This is an optimization exercise on Yosys and OpenROAD, whose aim is small area, not a production implementation. Where RTL was checked, it was by simulation tests only, not by an equivalence proof against the original. Power is estimated from default activity; no workload was simulated.

==> job 8665: inputs <==
## Top_Module
module Top_Module #(parameter CW = 16) (
    input Trigger_S1,
    input Trigger_S2,
    input Trigger_S3,
    input Trigger_S4,
    input Gbl_CLK,
    input RST_EX,
    input Dim_Load,
    input [31:0] DIM_MAX,
    output SR_OUT1,
    output SR_OUT2,
    output SR_OUT3,
    output SR_OUT4,
    output Flag_ERR,
    output Flag_CNT,
    output Flag_DIAG,
    output Flag_MED,
    output Result_Ready,
    output [1:0] Quadrent,
    output [31:0] P,
    output [31:0] Q,
    output [31:0] R
    );
==> module Top_Module, before the edit <==
module Top_Module #(parameter CW = 16) (
    input Trigger_S1,
    input Trigger_S2,
    input Trigger_S3,
    input Trigger_S4,
    input Gbl_CLK,
    input RST_EX,
    input Dim_Load,
    input [31:0] DIM_MAX,
    output SR_OUT1,
    output SR_OUT2,
    output SR_OUT3,
    output SR_OUT4,
    output Flag_ERR,
    output Flag_CNT,
    output Flag_DIAG,
    output Flag_MED,
    output Result_Ready,
    output [1:0] Quadrent,
    output [31:0] P,
    output [31:0] Q,
    output [31:0] R
    );
    reg [3:0] L, SR;
    wire [3:0] T = {Trigger_S1, Trigger_S2, Trigger_S3, Trigger_S4};
    always @(posedge Gbl_CLK) begin
        L  <= T | (L & {4{~RST_EX}});
        SR <= L;
    end
    assign {SR_OUT1, SR_OUT2, SR_OUT3, SR_OUT4} = SR;
    wire any_r = |SR;           
    wire all_r = &SR;           
    wire all_l = &L;
    wire [3:0] rise = T & ~L;
    reg rst_d;
    always @(posedge Gbl_CLK) rst_d <= RST_EX;
    reg [3:0] ph;
    always @(posedge Gbl_CLK)
        if (RST_EX || ph == 4'd9) ph <= 4'd0;
        else                      ph <= ph + 4'd1;
    wire tick = (ph == 4'd4);      
    reg [CW-1:0] lim;
    reg        lim_hi;
    always @(posedge Gbl_CLK)
        if (Dim_Load) begin
            lim    <= DIM_MAX[CW-1:0];
            lim_hi <= |DIM_MAX[31:CW];
        end
    reg [CW-1:0] G;
    reg        cof_g;           
    reg        cof_s;           
    wire [CW:0] c;
    assign c[0] = 1'b1;
    genvar i;
    generate for (i = 0; i < CW; i = i + 1) begin : cmp
        assign c[i+1] = (G[i] & ~lim[i]) | (c[i] & (G[i] | ~lim[i]));
    end endgenerate
    wire       ge    = ~lim_hi & c[CW];
    wire       etick = tick & any_r & ~all_l;
    wire [CW-1:0] G_n = (etick & ~ge) ? G + 1'b1 : G;
    wire       cof_n = etick ? ge : cof_g;
    always @(posedge Gbl_CLK) begin
        G     <= rst_d ? {CW{1'b0}} : G_n;       
        cof_g <= ~RST_EX & cof_n;
        cof_s <= ~RST_EX & (cof_s | (|rise & cof_n));
    end
    wire COF = ~all_l & (cof_g | cof_s);
    reg [CW-1:0] V1, V2;
    reg [1:0]  s;
    reg [1:0]  tA, tB, tC, tD;
    wire       alloc = (|rise) & any_r & ~RST_EX & ~rst_d;
    wire [1:0] s_n   = s + 2'd1;
    always @(posedge Gbl_CLK) begin
        if (alloc && s == 2'd0) V1 <= G_n;
        if (alloc && s == 2'd1) V2 <= G_n;
        if (RST_EX) begin
            s <= 2'd0; tA <= 2'd0; tB <= 2'd0; tC <= 2'd0; tD <= 2'd0;
        end else if (alloc) begin
            s <= s_n;
            if (rise[3]) tA <= s_n;
            if (rise[2]) tB <= s_n;
            if (rise[1]) tC <= s_n;
            if (rise[0]) tD <= s_n;
        end
    end
    wire [1:0] selX, selY, selZ;
    FSM Logic_System(.FSM_CLK(Gbl_CLK), .COF(COF), .FSM_RST(RST_EX),
        .A(L[3]), .B(L[2]), .C(L[1]), .D(L[0]),
        .FSM_ERR(Flag_ERR), .FSM_CNT(Flag_CNT), .FSM_DIAG(Flag_DIAG), .FSM_MED(Flag_MED),
        .FSM_W(Quadrent), .FSM_X(selX), .FSM_Y(selY), .FSM_Z(selZ));
    function [1:0] pick(input [1:0] sel, input [1:0] a, input [1:0] b, input [1:0] c, input [1:0] d);
        case (sel)
            2'd0: pick = a;
            2'd1: pick = b;
            2'd2: pick = c;
            default: pick = d;
        endcase
    endfunction
    reg [1:0] tP, tQ, tR;
    reg       rdy;
    always @(posedge Gbl_CLK) begin
        tP  <= all_r ? pick(selX, tA, tB, tC, tD) : 2'd0;
        tQ  <= all_r ? pick(selY, tA, tB, tC, tD) : 2'd0;
        tR  <= all_r ? pick(selZ, tA, tB, tC, tD) : 2'd0;
        rdy <= all_r | (rdy & ~RST_EX);
    end
    assign Result_Ready = rdy;
    function [CW-1:0] slot(input [1:0] t, input [CW-1:0] v1, input [CW-1:0] v2, input [CW-1:0] g);
        case (t)
            2'd0: slot = {CW{1'b0}};
            2'd1: slot = v1;
            2'd2: slot = v2;
            default: slot = g;
        endcase
    endfunction
    assign P = {{(32-CW){1'b0}}, slot(tP, V1, V2, G)};
    assign Q = {{(32-CW){1'b0}}, slot(tQ, V1, V2, G)};
    assign R = {{(32-CW){1'b0}}, slot(tR, V1, V2, G)};
endmodule
==> module FSM, before the edit <==
module FSM(input FSM_CLK, input COF, input FSM_RST, input A, input B, input C, input D,
  output FSM_ERR, output FSM_CNT, output FSM_DIAG, output FSM_MED,
  output [1:0] FSM_W, output [1:0] FSM_X, output [1:0] FSM_Y, output [1:0] FSM_Z);
  reg [8:0] q;
  wire [8:0] qn;
  assign qn[0] = (q[1]&~q[2]&D&~C) | (q[0]&~A&~COF) | (q[2]&q[3]&~q[4]&C) | (~q[3]&q[4]&D&B) | (~q[2]&~D&~C&A) | (q[2]&~D&~B) | (q[0]&~q[1]&~q[4]) | (q[3]&~q[8]&~C&A) | (q[0]&q[8]) | (q[1]&~q[2]&~q[3]&~q[4]&D&A) | (q[0]&q[2]&q[4]) | (~q[0]&q[2]&~q[4]&D&B&A) | (~q[2]&~q[4]&~D&B&A) | (q[5]&A) | (q[2]&~q[3]&q[4]&COF) | (~q[1]&~q[2]&~q[8]&C&~A) | (~q[0]&~q[4]&D&A&COF) | (~q[0]&~q[4]&B&A&COF);
  assign qn[1] = (~q[3]&~D&~B) | (q[1]&q[3]&C&~COF) | (~q[1]&~q[2]&~q[8]&C&~A) | (q[1]&q[8]) | (~D&~C&~A) | (q[3]&~q[4]&~A) | (~q[3]&q[4]&~q[8]&D&B) | (q[1]&q[2]&~B) | (q[2]&~q[4]&C&~B) | (q[0]&q[2]&q[4]&~q[8]&C) | (q[2]&~q[3]&~q[4]&~D) | (~q[1]&q[2]&~q[4]&D&~C&B) | (q[2]&~q[4]&~D&C) | (q[5]&~D&A) | (~q[0]&~q[2]&q[4]&~q[8]&D&B) | (q[2]&~q[3]&~q[8]&~B&COF) | (q[2]&~D&C&COF) | (q[1]&q[3]&~D&C&B) | (q[0]&q[1]&~B&A) | (~q[1]&~q[4]&~C&COF);
  assign qn[2] = (~q[0]&~q[2]&~q[3]&D&C&~A) | (q[2]&~q[3]&~B) | (~q[3]&~D&B) | (q[1]&q[2]&~A) | (q[5]&~A) | (q[1]&~q[2]&~q[8]&~C&A) | (q[4]&~q[8]&~C&A) | (~q[3]&D&~B&A) | (q[0]&q[2]&q[3]) | (~q[3]&~q[5]&q[8]) | (~q[0]&~q[2]&~q[3]&q[4]&B) | (q[2]&q[3]&q[4]&B&A) | (~q[2]&~q[3]&C&B&COF) | (~q[2]&~q[3]&~q[8]&B&A&COF);
  assign qn[3] = (~q[4]&D&~B&~A) | (~q[2]&q[3]) | (q[4]&~D&~B) | (~q[1]&q[3]&C) | (~C&B&~A) | (q[3]&A&~COF) | (~q[2]&~q[4]&~D&B&A) | (q[3]&~q[4]&A);
  assign qn[4] = (~q[2]&D&~A) | (C&~A) | (q[4]) | (~q[2]&~D&C&~B);
  assign qn[5] = (~q[3]&~q[4]&C&B&~A) | (q[5]&~D&~A&~COF) | (~q[4]&q[5]) | (~q[1]&q[2]&~q[3]&~q[4]&B) | (~q[1]&q[2]&~D&~C&COF);
  assign qn[6] = (q[1]&~q[2]&q[3]&~q[4]&~q[8]&D) | (q[1]&q[2]&~q[3]&q[4]&~q[8]&A) | (~q[0]&~q[1]&~q[2]&~q[8]&C&B) | (q[6]);
  assign qn[7] = (q[1]&~q[2]&~q[3]&~q[4]&~q[8]&D&C&B&A) | (q[7]);
  assign qn[8] = (q[8]) | (q[2]&q[3]&C&~A) | (q[5]&D&~A) | (~q[1]&~q[4]&C&~B) | (~q[0]&q[2]&q[3]&~B) | (~q[1]&q[2]&~q[4]&D&~C&B) | (~q[1]&q[2]&~q[4]&~D&C) | (q[5]&~D&A) | (q[1]&~q[2]&q[3]&~q[4]&D) | (q[4]&~C&~A&COF) | (~q[0]&q[3]&~B&COF) | (q[0]&q[1]&~A&COF) | (~q[1]&~q[4]&~C&COF) | (~q[0]&q[2]&~B&COF) | (q[2]&q[4]&~C&COF) | (q[1]&q[2]&q[4]&COF) | (~q[0]&q[2]&~q[3]&~D&COF) | (q[1]&~q[2]&q[3]&~q[4]&COF);
  always @(posedge FSM_CLK) q <= FSM_RST ? 9'd2 : qn;
  assign FSM_ERR = (q[8]);
  assign FSM_CNT = (q[7]);
  assign FSM_DIAG = (q[6]);
  assign FSM_MED = (q[5]);
  assign FSM_W[1] = (q[4]);
  assign FSM_W[0] = (q[3]);
  assign FSM_X[1] = (~q[2]&~q[4]&~q[7]) | (q[3]&q[4]) | (~q[3]&~q[4]&q[8]);
  assign FSM_X[0] = (~q[3]&~q[8]) | (q[1]&~q[3]);
  assign FSM_Y[1] = (q[2]&q[3]&~q[4]) | (q[1]&~q[3]&q[4]) | (q[7]);
  assign FSM_Y[0] = (~q[3]&~q[7]&~q[8]) | (q[1]&~q[3]);
  assign FSM_Z[1] = (~q[4]);
  assign FSM_Z[0] = (q[3]) | (q[7]);
endmodule
==> flow/config.mk <==
export PLATFORM = sky130hd
export DESIGN_NAME = Top_Module
export DESIGN_NICKNAME = Top_Module
export VERILOG_FILES = /design/flow/design.v
export SDC_FILE = /design/flow/constraint.sdc
export NUM_CORES = 4
export LEC_CHECK = 0
export ABC_AREA = 1
export CAP_MARGIN = 20
export CORE_MARGIN = 2
export CORE_UTILIZATION = 65
export CTS_BUF_LIST = sky130_fd_sc_hd__clkbuf_8
export SLEW_MARGIN = 20
==> flow/constraint.sdc <==
create_clock -name core_clock -period 10.0 [get_ports {Gbl_CLK}]
set_input_delay 2.0000 -clock core_clock [delete_from_list [all_inputs] [get_ports {Gbl_CLK}]]
set_output_delay 2.0000 -clock core_clock [all_outputs]
set_load 0.01 [all_outputs]
standard.sh (not shown) runs the stock make flow with config.mk's settings and CLKGATE_MAP_FILE= SYNTH_SCRIPT=/design/flow/synth_recipe.tcl, a recipe that flattens the netlist after the stock synthesis.
==> flow/flow/run.sh <==
#!/bin/bash
# The standard layout with two changes to how the layout is made:
#  - synthesis maps the logic with an area-oriented ABC script (flow/abc_area.script,
#    used in place of ORFS's own abc_area.script; only the ABC step differs)
#  - the port buffers use the smallest buffer cell
# Each step's full output goes to a log file in this folder.
set -euo pipefail
HERE=$(pwd)
rm -rf "$HERE/scripts_local"
cp -r "$FLOW_HOME/scripts" "$HERE/scripts_local"
cp "$HERE/flow/abc_area.script" "$HERE/scripts_local/abc_area.script"
bash standard.sh SCRIPTS_DIR="$HERE/scripts_local" synth > "$HERE/make_synth.log" 2>&1
export BUFFER_PORTS_ARGS="-buffer_cell sky130_fd_sc_hd__buf_1"
bash standard.sh finish > "$HERE/make_finish.log" 2>&1
==> flow/flow/abc_area.script <==
strash
&get -n
&deepsyn -T 60
&put
dch -f
amap
topo
stime -c
buffer -c
upsize -c
dnsize -c
==> job 468 (differences from job 8665) <==
--- a/flow/design.v
+++ b/flow/design.v
@@ -73,5 +73,7 @@
     wire [1:0] s_n   = s + 2'd1;
+    reg        alloc_d;
+    always @(posedge Gbl_CLK) alloc_d <= alloc;
     always @(posedge Gbl_CLK) begin
-        if (alloc && s == 2'd0) V1 <= G_n;
-        if (alloc && s == 2'd1) V2 <= G_n;
+        if (alloc_d && s == 2'd1) V1 <= G;
+        if (alloc_d && s == 2'd2) V2 <= G;
         if (RST_EX) begin
--- a/flow/flow/run.sh
+++ b/flow/flow/run.sh
@@ -1,3 +1,3 @@
 #!/bin/bash
-# The standard layout with two changes to how the layout is made:
+# The standard layout with three changes to how the layout is made:
 #  - synthesis maps the logic with an area-oriented ABC script (flow/abc_area.script,
@@ -5,2 +5,3 @@
 #  - the port buffers use the smallest buffer cell
+#  - clock tree synthesis uses clkbuf_8 buffers and inserts no dummy loads
 # Each step's full output goes to a log file in this folder.
@@ -13,2 +14,3 @@
 export BUFFER_PORTS_ARGS="-buffer_cell sky130_fd_sc_hd__buf_1"
+export CTS_ARGS="-sink_clustering_enable -repair_clock_nets -buf_list sky130_fd_sc_hd__clkbuf_8 -dont_use_dummy_load"
 bash standard.sh finish > "$HERE/make_finish.log" 2>&1
==> flow/flow/abc_area.script (replaced) <==
strash
&get -n
&deepsyn -T 60
&put
dch -f
amap
topo
- CAP_MARGIN: 20 -> 5
- CORE_UTILIZATION: 65 -> 40
- GPL_ROUTABILITY_DRIVEN: unset -> 0
- GPL_TIMING_DRIVEN: unset -> 0
- SLEW_MARGIN: 20 -> 5
==> job 9356 (differences from job 8665) <==
--- a/flow/design.v
+++ b/flow/design.v
@@ -73,5 +73,7 @@
     wire [1:0] s_n   = s + 2'd1;
+    reg        alloc_d;
+    always @(posedge Gbl_CLK) alloc_d <= alloc;
     always @(posedge Gbl_CLK) begin
-        if (alloc && s == 2'd0) V1 <= G_n;
-        if (alloc && s == 2'd1) V2 <= G_n;
+        if (alloc_d && s == 2'd1) V1 <= G;
+        if (alloc_d && s == 2'd2) V2 <= G;
         if (RST_EX) begin
--- a/flow/flow/run.sh
+++ b/flow/flow/run.sh
@@ -1,3 +1,3 @@
 #!/bin/bash
-# The standard layout with two changes to how the layout is made:
+# The standard layout with three changes to how the layout is made:
 #  - synthesis maps the logic with an area-oriented ABC script (flow/abc_area.script,
@@ -5,2 +5,3 @@
 #  - the port buffers use the smallest buffer cell
+#  - clock tree synthesis uses clkbuf_8 buffers and inserts no dummy loads
 # Each step's full output goes to a log file in this folder.
@@ -13,2 +14,3 @@
 export BUFFER_PORTS_ARGS="-buffer_cell sky130_fd_sc_hd__buf_1"
+export CTS_ARGS="-sink_clustering_enable -repair_clock_nets -buf_list sky130_fd_sc_hd__clkbuf_8 -dont_use_dummy_load"
 bash standard.sh finish > "$HERE/make_finish.log" 2>&1
==> flow/flow/abc_area.script (replaced) <==
strash
&get -n
&deepsyn -T 60
&put
dch -f
amap
topo
- CORE_UTILIZATION: 65 -> 40
==> job 9983 (differences from job 8665) <==
--- a/flow/design.v
+++ b/flow/design.v
@@ -73,5 +73,7 @@
     wire [1:0] s_n   = s + 2'd1;
+    reg        alloc_d;
+    always @(posedge Gbl_CLK) alloc_d <= alloc;
     always @(posedge Gbl_CLK) begin
-        if (alloc && s == 2'd0) V1 <= G_n;
-        if (alloc && s == 2'd1) V2 <= G_n;
+        if (alloc_d && s == 2'd1) V1 <= G;
+        if (alloc_d && s == 2'd2) V2 <= G;
         if (RST_EX) begin
@@ -126,11 +128,11 @@
   wire [8:0] qn;
-  assign qn[0] = (q[1]&~q[2]&D&~C) | (q[0]&~A&~COF) | (q[2]&q[3]&~q[4]&C) | (~q[3]&q[4]&D&B) | (~q[2]&~D&~C&A) | (q[2]&~D&~B) | (q[0]&~q[1]&~q[4]) | (q[3]&~q[8]&~C&A) | (q[0]&q[8]) | (q[1]&~q[2]&~q[3]&~q[4]&D&A) | (q[0]&q[2]&q[4]) | (~q[0]&q[2]&~q[4]&D&B&A) | (~q[2]&~q[4]&~D&B&A) | (q[5]&A) | (q[2]&~q[3]&q[4]&COF) | (~q[1]&~q[2]&~q[8]&C&~A) | (~q[0]&~q[4]&D&A&COF) | (~q[0]&~q[4]&B&A&COF);
-  assign qn[1] = (~q[3]&~D&~B) | (q[1]&q[3]&C&~COF) | (~q[1]&~q[2]&~q[8]&C&~A) | (q[1]&q[8]) | (~D&~C&~A) | (q[3]&~q[4]&~A) | (~q[3]&q[4]&~q[8]&D&B) | (q[1]&q[2]&~B) | (q[2]&~q[4]&C&~B) | (q[0]&q[2]&q[4]&~q[8]&C) | (q[2]&~q[3]&~q[4]&~D) | (~q[1]&q[2]&~q[4]&D&~C&B) | (q[2]&~q[4]&~D&C) | (q[5]&~D&A) | (~q[0]&~q[2]&q[4]&~q[8]&D&B) | (q[2]&~q[3]&~q[8]&~B&COF) | (q[2]&~D&C&COF) | (q[1]&q[3]&~D&C&B) | (q[0]&q[1]&~B&A) | (~q[1]&~q[4]&~C&COF);
-  assign qn[2] = (~q[0]&~q[2]&~q[3]&D&C&~A) | (q[2]&~q[3]&~B) | (~q[3]&~D&B) | (q[1]&q[2]&~A) | (q[5]&~A) | (q[1]&~q[2]&~q[8]&~C&A) | (q[4]&~q[8]&~C&A) | (~q[3]&D&~B&A) | (q[0]&q[2]&q[3]) | (~q[3]&~q[5]&q[8]) | (~q[0]&~q[2]&~q[3]&q[4]&B) | (q[2]&q[3]&q[4]&B&A) | (~q[2]&~q[3]&C&B&COF) | (~q[2]&~q[3]&~q[8]&B&A&COF);
-  assign qn[3] = (~q[4]&D&~B&~A) | (~q[2]&q[3]) | (q[4]&~D&~B) | (~q[1]&q[3]&C) | (~C&B&~A) | (q[3]&A&~COF) | (~q[2]&~q[4]&~D&B&A) | (q[3]&~q[4]&A);
-  assign qn[4] = (~q[2]&D&~A) | (C&~A) | (q[4]) | (~q[2]&~D&C&~B);
-  assign qn[5] = (~q[3]&~q[4]&C&B&~A) | (q[5]&~D&~A&~COF) | (~q[4]&q[5]) | (~q[1]&q[2]&~q[3]&~q[4]&B) | (~q[1]&q[2]&~D&~C&COF);
-  assign qn[6] = (q[1]&~q[2]&q[3]&~q[4]&~q[8]&D) | (q[1]&q[2]&~q[3]&q[4]&~q[8]&A) | (~q[0]&~q[1]&~q[2]&~q[8]&C&B) | (q[6]);
-  assign qn[7] = (q[1]&~q[2]&~q[3]&~q[4]&~q[8]&D&C&B&A) | (q[7]);
-  assign qn[8] = (q[8]) | (q[2]&q[3]&C&~A) | (q[5]&D&~A) | (~q[1]&~q[4]&C&~B) | (~q[0]&q[2]&q[3]&~B) | (~q[1]&q[2]&~q[4]&D&~C&B) | (~q[1]&q[2]&~q[4]&~D&C) | (q[5]&~D&A) | (q[1]&~q[2]&q[3]&~q[4]&D) | (q[4]&~C&~A&COF) | (~q[0]&q[3]&~B&COF) | (q[0]&q[1]&~A&COF) | (~q[1]&~q[4]&~C&COF) | (~q[0]&q[2]&~B&COF) | (q[2]&q[4]&~C&COF) | (q[1]&q[2]&q[4]&COF) | (~q[0]&q[2]&~q[3]&~D&COF) | (q[1]&~q[2]&q[3]&~q[4]&COF);
+  assign qn[0] = (~q[2]&~q[4]&D&~C) | (q[0]&~A&~COF) | (~q[4]&C&B&~A) | (~q[3]&q[4]&~q[8]&D&B) | (~q[2]&~C&A) | (q[2]&~q[8]&~D&~B) | (q[0]&q[2]&q[3]&~COF) | (q[0]&q[8]) | (q[0]&~q[2]&~q[3]) | (~q[2]&~q[4]&D&~B&A) | (q[2]&q[3]&~q[4]&A) | (q[2]&~q[4]&D&B&A) | (~q[2]&~q[4]&~D&B&A) | (~q[1]&~q[4]) | (~q[0]&~q[1]&~q[2]&B) | (q[6]&~q[8]) | (q[2]&~q[3]&q[4]&~q[8]&COF) | (~q[1]&~q[2]&C&~A) | (~q[0]&~q[4]&D&A&COF) | (q[0]&q[2]&q[4]&C) | (~q[0]&~q[4]&B&A&COF);
+  assign qn[1] = (~q[4]&~D&~A) | (q[1]&q[8]) | (~D&~B) | (q[3]&C&~A) | (q[3]&~q[4]&~A) | (q[0]&q[1]) | (q[1]&~q[2]&D&C&B) | (~q[3]&q[4]&~q[8]&D&B) | (q[2]&~q[4]&~B) | (~q[1]&~q[4]&C&~B) | (q[1]&q[3]&C) | (q[2]&q[3]&C&~B) | (q[2]&~q[3]&~q[4]&~D) | (~q[1]&~q[2]&~q[3]&~C&B) | (~q[1]&q[2]&q[3]&~q[4]&D&~C) | (q[2]&~q[4]&~D&C) | (q[0]&q[2]&q[4]&C) | (q[4]&~C&~A&COF) | (q[2]&~q[8]&C&COF) | (~q[1]&~q[4]&~C&COF) | (~q[0]&q[3]&~B&COF);
+  assign qn[2] = (q[2]&q[8]) | (~q[0]&~q[2]&~q[3]&D&C&~A) | (q[2]&~B) | (~q[3]&~D&B) | (q[1]&q[2]&~A) | (~D&~C&~B&A) | (q[4]&~C&A) | (~q[1]&~q[4]&C&~B) | (~q[0]&~q[2]&~q[3]&q[4]&D) | (q[0]&~q[1]&q[2]) | (~q[0]&q[2]&~q[3]&~q[4]) | (q[2]&q[3]&q[4]) | (q[4]&~C&COF) | (~q[0]&q[3]&~B&COF) | (q[0]&q[1]&~A&COF) | (~q[1]&~C&~B&COF) | (q[0]&q[1]&~q[2]&~q[8]&~C&COF);
+  assign qn[3] = (~q[4]&D&~B&~A) | (~q[2]&q[3]) | (q[3]&q[8]) | (q[4]&~D&~B) | (~q[1]&q[3]&C) | (~C&B&~A) | (q[3]&A&~COF) | (~q[2]&~q[4]&~D&B&A) | (q[3]&~q[4]&A);
+  assign qn[4] = (~q[2]&D&~A) | (q[4]) | (C&~A) | (~q[2]&~D&C&~B);
+  assign qn[5] = (~q[3]&~q[4]&C&B&~A) | (q[5]&~D&~A&~COF) | (~q[4]&q[5]) | (~q[1]&~q[2]&~q[3]&B) | (~q[1]&q[2]&~D&~C&COF);
+  assign qn[6] = (q[0]&q[1]&~q[2]&~q[4]&~q[8]&D&C) | (q[1]&q[2]&~q[3]&q[4]&~q[5]&~q[8]&A) | (~q[0]&~q[1]&~q[2]&B) | (q[6]);
+  assign qn[7] = (~q[0]&~q[2]&~q[4]&~q[8]&D&C&B&A);
+  assign qn[8] = (q[8]) | (q[2]&q[3]&C&~A) | (q[5]&D&~A) | (~q[1]&~q[4]&C&~B) | (~q[0]&q[2]&q[3]&~B) | (~q[1]&~q[2]&~q[3]&~C&B) | (~q[1]&q[2]&q[3]&~q[4]&D&~C) | (~q[1]&q[2]&~q[4]&~D&C) | (q[5]&~D&A) | (q[1]&~q[2]&q[3]&~q[4]&D) | (q[4]&~C&~A&COF) | (~q[0]&q[3]&~B&COF) | (q[0]&q[1]&~A&COF) | (~q[1]&~q[4]&~C&COF) | (~q[0]&q[2]&~B&COF) | (q[2]&q[4]&~C&COF) | (q[1]&q[2]&q[4]&COF) | (~q[0]&q[2]&~q[3]&~D&COF) | (q[0]&~q[2]&~q[4]&~C&COF) | (q[1]&~q[2]&q[3]&~q[4]&COF);
   always @(posedge FSM_CLK) q <= FSM_RST ? 9'd2 : qn;
@@ -142,6 +144,6 @@
   assign FSM_W[0] = (q[3]);
-  assign FSM_X[1] = (~q[2]&~q[4]&~q[7]) | (q[3]&q[4]) | (~q[3]&~q[4]&q[8]);
-  assign FSM_X[0] = (~q[3]&~q[8]) | (q[1]&~q[3]);
+  assign FSM_X[1] = (~q[2]&~q[4]&~q[7]) | (~q[3]&~q[4]&~q[7]) | (q[3]&q[4]);
+  assign FSM_X[0] = (q[0]&~q[3]) | (q[7]);
   assign FSM_Y[1] = (q[2]&q[3]&~q[4]) | (q[1]&~q[3]&q[4]) | (q[7]);
-  assign FSM_Y[0] = (~q[3]&~q[7]&~q[8]) | (q[1]&~q[3]);
+  assign FSM_Y[0] = (q[0]&~q[3]);
   assign FSM_Z[1] = (~q[4]);
--- a/flow/flow/run.sh
+++ b/flow/flow/run.sh
@@ -13,2 +13,3 @@
 export BUFFER_PORTS_ARGS="-buffer_cell sky130_fd_sc_hd__buf_1"
+export CTS_ARGS="-sink_clustering_enable -repair_clock_nets -buf_list sky130_fd_sc_hd__clkbuf_8 -dont_use_dummy_load"
 bash standard.sh finish > "$HERE/make_finish.log" 2>&1
==> flow/flow/abc_area.script (replaced) <==
strash
&get -n
&deepsyn -T 60
&put
dch -f
amap
topo
- CORE_UTILIZATION: 65 -> 40
==> comparison table <==
	job 9983	job 9356	job 8665	job 468
Result of the run	no timing/DRC/antenna violations	no timing/DRC/antenna violations	no timing/DRC/antenna violations	no timing/DRC/antenna violations
Placeable core region	13300 um2	13300 um2	8636 um2	13300 um2
Post-layout nets	753	745	779	791
Seq/Total Area, Yosys	0.4807	0.4816	0.4576	0.4816
Normalized max-slew margin	0.3737	0.3510	0.3074	0.1260
Fraction of layout cells with a size suffix above 1	0.02975	0.03009	0.06901	0.08333
Placement row count	42	42	34	42
Hold Path Depth	2	2	1	1
Hold path start	rdy	rdy	rdy	ph[0]
Final period utilization	0.5256	0.4625	0.4799	0.4629
Placer's final routability congestion estimate	0.9027	0.8986	0.9364	-
Via count	4980	5039	5303	5086
Number of placed instances, taps included	873	865	831	910
Clock buffers and inverters, area share	0.02043	0.02054	0.02618	0.01945
Post-synthesis compound-gate area fraction	0.2371	0.2387	0.2183	0.2387
Detailed-routing iteration count for the pre-antenna-repair pass	8	10	9	7
Worst reg2reg path endpoint	G[15]	G[15]	V1[15]	G[15]
Routed length per placed instance	16.31 um	17.18 um	18.45 um	15.17 um
Die height	121.0 um	120.9 um	97.72 um	120.9 um
Final core utilization	0.4561	0.4536	0.7083	0.4789
Placed wire-length estimate after detailed placement	10320 um	10560 um	11340 um	9903 um
Power drawn by the combinational cells	0.185 mW	0.188 mW	0.190 mW	0.196 mW
Synth Area in Adders	0.01371	0.01373	0.01315	0.01373
Synthesized flop and latch total	107	107	106	107
CP most frequent cell	sky130_fd_sc_hd__nor2_1	sky130_fd_sc_hd__nor2_1	-	sky130_fd_sc_hd__nor2_1
Filler instances	1305	1307	706	1252
Function not checked in job 9983: the RTL went through the layout flow alone.

==> static timing again, ports no longer ideal <==
The flow's constraints put no driver on any port. The routed layouts listed below were extracted and timed again, unchanged, in two steps. Step 1: set_driving_cell puts a clkbuf_16 on Gbl_CLK and a buf_2 on each other input, an assumption about the parent block. Step 2, shift: input delay + t, output delay - t, t = (earliest + latest rising clock arrival at the registers) / 2. This alone moves slack from input paths to output paths. a / b / c = no drivers / after step 1 / after step 2; a / b = the first two.
run | shift t [ns] | setup WS [ns] | worst hold slack (ns) | latest minus earliest clock arrival (ns) | worst register clock-pin slew, ns
job 8665 | 0.391 | 5.201 / 5.201 / 5.201 | 0.474 / 0.474 / 0.474 | 0.018 / 0.018 | 0.10 / 0.10
job 468 | 0.390 | 5.371 / 5.371 / 5.371 | 0.475 / 0.475 / 0.475 | 0.025 / 0.025 | 0.10 / 0.10
job 9356 | 0.391 | 5.375 / 5.375 / 5.375 | 0.461 / 0.461 / 0.461 | 0.024 / 0.024 | 0.10 / 0.10
job 9983 | 0.394 | 4.744 / 4.744 / 4.744 | 0.453 / 0.453 / 0.453 | 0.027 / 0.028 | 0.10 / 0.10
After both steps setup and hold are still met in every run listed.
